This is an optimization exercise on Yosys and OpenROAD, whose aim is small area, not a production implementation.
Only simulation tests tie the RTL to the original design; equivalence was not proved.
Power and IR drop assume default switching activity.

Setup of R:
==> flow/design.v <==
module top #(
    parameter PWM_INTERVAL = 600
)(
    input  logic clk,
    input  logic rst,
    output logic RGB_R,
    output logic RGB_G,
    output logic RGB_B
);
    logic [1:0] s;
    logic [7:0] q;
    logic [5:0] b;
    wire s_wrap = (s == 2'd2);
    wire q_wrap = (q == 8'd199);
    wire e200 = (s == 2'd0 && q == 8'd0) || (s == 2'd2 && q == 8'd66) || (s == 2'd1 && q == 8'd133);
    wire step = e200 && (b == 6'd0);
    always_ff @(posedge clk) begin
        if (rst) begin
            s <= 2'd0;
            q <= 8'd0;
            b <= 6'd0;
        end else begin
            s <= s_wrap ? 2'd0 : s + 2'd1;
            if (s_wrap)
                q <= q_wrap ? 8'd0 : q + 8'd1;
            if (e200)
                b <= (b == 6'd49) ? 6'd0 : b + 6'd1;
        end
    end
    logic [8:0] u;
    logic gT, bT;    
    always_ff @(posedge clk) begin
        if (rst) begin
            u <= 9'd197;
            gT <= 1'b1;
            bT <= 1'b1;
        end else if (step) begin
            u <= (u == 9'd397) ? 9'd0 : u + 9'd1;
            if (u == 9'd132) gT <= 1'b0;
            if (u == 9'd165) bT <= 1'b0;
        end
    end
    wire        [10:0] D = 11'd512 + {3'b0, q} - {2'b0, u};    
    wire        [9:0]  S = {2'b0, q} + {1'b0, u};
    function automatic logic chan(input logic [8:0] u, input logic [10:0] D,
                                  input logic [9:0] S, input logic [8:0] c, input logic lt);
        if (u >= c)
            chan = (D >= 11'd512 + {10'd0, lt} - {2'b0, c}) || (S >= 10'd398 + c + lt);
        else
            chan = (S >= c + lt);
    endfunction
    wire red0 = (u == 9'd198) && bT;
    assign RGB_R = !red0 && chan(u, D, S, 9'd0, 1'b0);
    assign RGB_G = gT ? chan(u, D, S, 9'd132, s < 2'd2) : chan(u, D, S, 9'd133, 1'b0);
    assign RGB_B = bT ? chan(u, D, S, 9'd165, s < 2'd1) : chan(u, D, S, 9'd166, 1'b0);
endmodule
export LEC_CHECK = 0
export CAP_MARGIN = 20
export CORE_MARGIN = 2
export CORE_UTILIZATION = 40
export SLEW_MARGIN = 20
create_clock -name core_clock -period 5.0 [get_ports {clk}]
standard.sh (not shown) runs the stock make flow with config.mk's settings and CLKGATE_MAP_FILE= SYNTH_SCRIPT=/design/flow/synth_recipe.tcl, a recipe that flattens the netlist after the stock synthesis.
==> flow/flow/run.sh <==
#!/bin/bash
# Standard synthesis, then the combinational logic between the standard
# synthesis's registers is re-mapped by ABC for area (registers, their names
# and cells untouched), then the standard layout from that netlist.
set -euo pipefail
HERE=$(pwd)
RES=$HERE/orfs/results/$FLOW_PLATFORM/top/base
YOSYS=$(command -v yosys || echo "$FLOW_HOME/../tools/install/yosys/bin/yosys")

bash standard.sh synth > std_synth.log 2>&1

cp "$RES/1_2_yosys.v" "$HERE/std_1_2_yosys.v"
LIB=$FLOW_HOME/platforms/$FLOW_PLATFORM/lib/sky130_fd_sc_hd__tt_025C_1v80.lib
sed -e "s#@LIB@#$LIB#g" -e "s#@IN@#$HERE/std_1_2_yosys.v#g" -e "s#@OUT@#$HERE/reopt.v#g" \
    -e "s#@ABC@#$HERE/flow/area.abc#g" flow/reopt.ys > reopt_run.ys
"$YOSYS" -l reopt.log -q reopt_run.ys > reopt_stdout.log 2>&1

cp "$HERE/reopt.v" "$RES/1_2_yosys.v"
rm -f "$RES/1_synth.odb" "$RES/1_synth.sdc"
bash standard.sh finish > std_finish.log 2>&1
==> flow/flow/area.abc <==
strash
&get -n
&deepsyn -T 30
&put
&get -n
&dch -f
&nf -R 1000
&put
==> flow/flow/reopt.ys <==
read_liberty -ignore_miss_func -overwrite -setattr liberty_cell @LIB@
read_verilog @IN@
hierarchy -top top
setattr -mod -set keep_hierarchy 1 sky130_fd_sc_hd__dfxtp_1
flatten top
opt_clean -purge top
select top
abc -script @ABC@ -liberty @LIB@ -dont_use *lpflow* -dont_use *probe*
setundef -zero
splitnets
opt_clean -purge
hilomap -singleton -hicell sky130_fd_sc_hd__conb_1 HI -locell sky130_fd_sc_hd__conb_1 LO
insbuf -buf sky130_fd_sc_hd__buf_4 A X
opt_clean -purge
tee -o reopt_stat.txt stat -liberty @LIB@
select -clear
delete A:liberty_cell
write_verilog -noattr -nohex -nodec @OUT@
Both conditions hold for R: the flow ran to the end and the final layout passed the timing, DRC and antenna checks.
Edits applied to the flow inputs when going from R to T:
==> flow/design.v <==
module top #(
    parameter PWM_INTERVAL = 600
)(
    input  logic clk,
    input  logic rst,
    output logic RGB_R,
    output logic RGB_G,
    output logic RGB_B
);
    logic [1:0] s;    
    logic [7:0] q;    
    logic [5:0] b;    
    logic [8:0] u;    
    logic       bT;   
    wire s_wrap = s[1];                                    
    wire q_wrap = q[7] & q[6] & q[2] & q[1] & q[0];        
    wire b_wrap = b[5] & b[4] & b[0];                      
    wire u_wrap = u[8] & u[7] & u[3] & u[2] & u[0];        
    wire e200 = (!s[1] && !s[0] && q == 8'd0) || (s[1] && q == 8'd66) || (s[0] && q == 8'd133);
    wire step = e200 && (b == 6'd0);
    always_ff @(posedge clk) begin
        if (rst) begin
            s  <= 2'd0;
            q  <= 8'd0;
            b  <= 6'd0;
            u  <= 9'd197;
            bT <= 1'b1;
        end else begin
            s <= s_wrap ? 2'd0 : s + 2'd1;
            if (s_wrap)
                q <= q_wrap ? 8'd0 : q + 8'd1;
            if (e200)
                b <= b_wrap ? 6'd0 : b + 6'd1;
            if (step) begin
                u <= u_wrap ? 9'd0 : u + 9'd1;
                if (u == 9'd165) bT <= 1'b0;
            end
        end
    end
    wire gT = bT && !(u >= 9'd133 && u <= 9'd165);
    wire red0 = bT && (u == 9'd198);
    wire [10:0] D = 11'd512 + {3'b0, q} - {2'b0, u};    
    wire [9:0]  S = {2'b0, q} + {1'b0, u};
    function automatic logic chan(input logic [8:0] u, input logic [10:0] D,
                                  input logic [9:0] S, input logic [8:0] c, input logic lt);
        if (u >= c)
            chan = (D >= 11'd512 + {10'd0, lt} - {2'b0, c}) || (S >= 10'd398 + c + lt);
        else
            chan = (S >= c + lt);
    endfunction
    assign RGB_R = !red0 && chan(u, D, S, 9'd0, 1'b0);
    assign RGB_G = gT ? chan(u, D, S, 9'd132, !s[1]) : chan(u, D, S, 9'd133, 1'b0);
    assign RGB_B = bT ? chan(u, D, S, 9'd165, !s[1] && !s[0]) : chan(u, D, S, 9'd166, 1'b0);
endmodule
## What came out
Clock-pin slew on the worst setup and hold paths essentially unchanged between T and R.
The logic depth of the worst register-to-register path reported for T is smaller than that of R by 3.
The share of post-route cells with drive strength above 1 reported for T is greater than that of R by 0.34 points.
Taking R over T, the routed wire length ratio works out to 1.08.
Register-to-register slack in T is 0.09 ns higher than in R
T gives less number of multi-input logic gates than R did.
Area: T vs R -> T larger
[T vs R] total number of nets in the final design: higher in T
Changes observed in T relative to R: number of design-rule violations left by the first detailed-router iteration moved down; power per cell area went up 12 mW/mm^2; share of total power in combinational logic fell 1.5 points; setup TNS after final layout neither gained nor lost much; flip-flop and latch count fell about 3.7%.
Internal power component: T vs R up 12%

-- port drivers added, routing unchanged --
No port has a modelled driver above. Below, the same layouts with a new extraction and two added sets of constraints. Step 1 (the two cells are an assumption about what drives the block):
set clk [get_ports {clk}]
set_driving_cell -lib_cell sky130_fd_sc_hd__clkbuf_16 $clk
set_driving_cell -lib_cell sky130_fd_sc_hd__buf_2 [delete_from_list [all_inputs] $clk]
Step 2 also shifts input and output timing later by t, the mid clock arrival at the registers, as if the neighbouring blocks saw the same clock. Slacks: no drivers / after step 1 / after step 2; pairs: no drivers / after step 1.
| run | t (ns) | setup slack, ns | latest minus earliest clock arrival (ns) | worst data-port slew with drivers (ns) | cell pins on the clock port's net |
|---|---|---|---|---|---|
| R | 0.305 | 0.178 / 0.152 / 0.457 | 0.008 / 0.008 | 0.03 | 1 |
| T | 0.294 | 0.309 / 0.286 / 0.580 | 0.008 / 0.008 | 0.03 | 1 |
After both steps setup and hold are still met in every run listed.
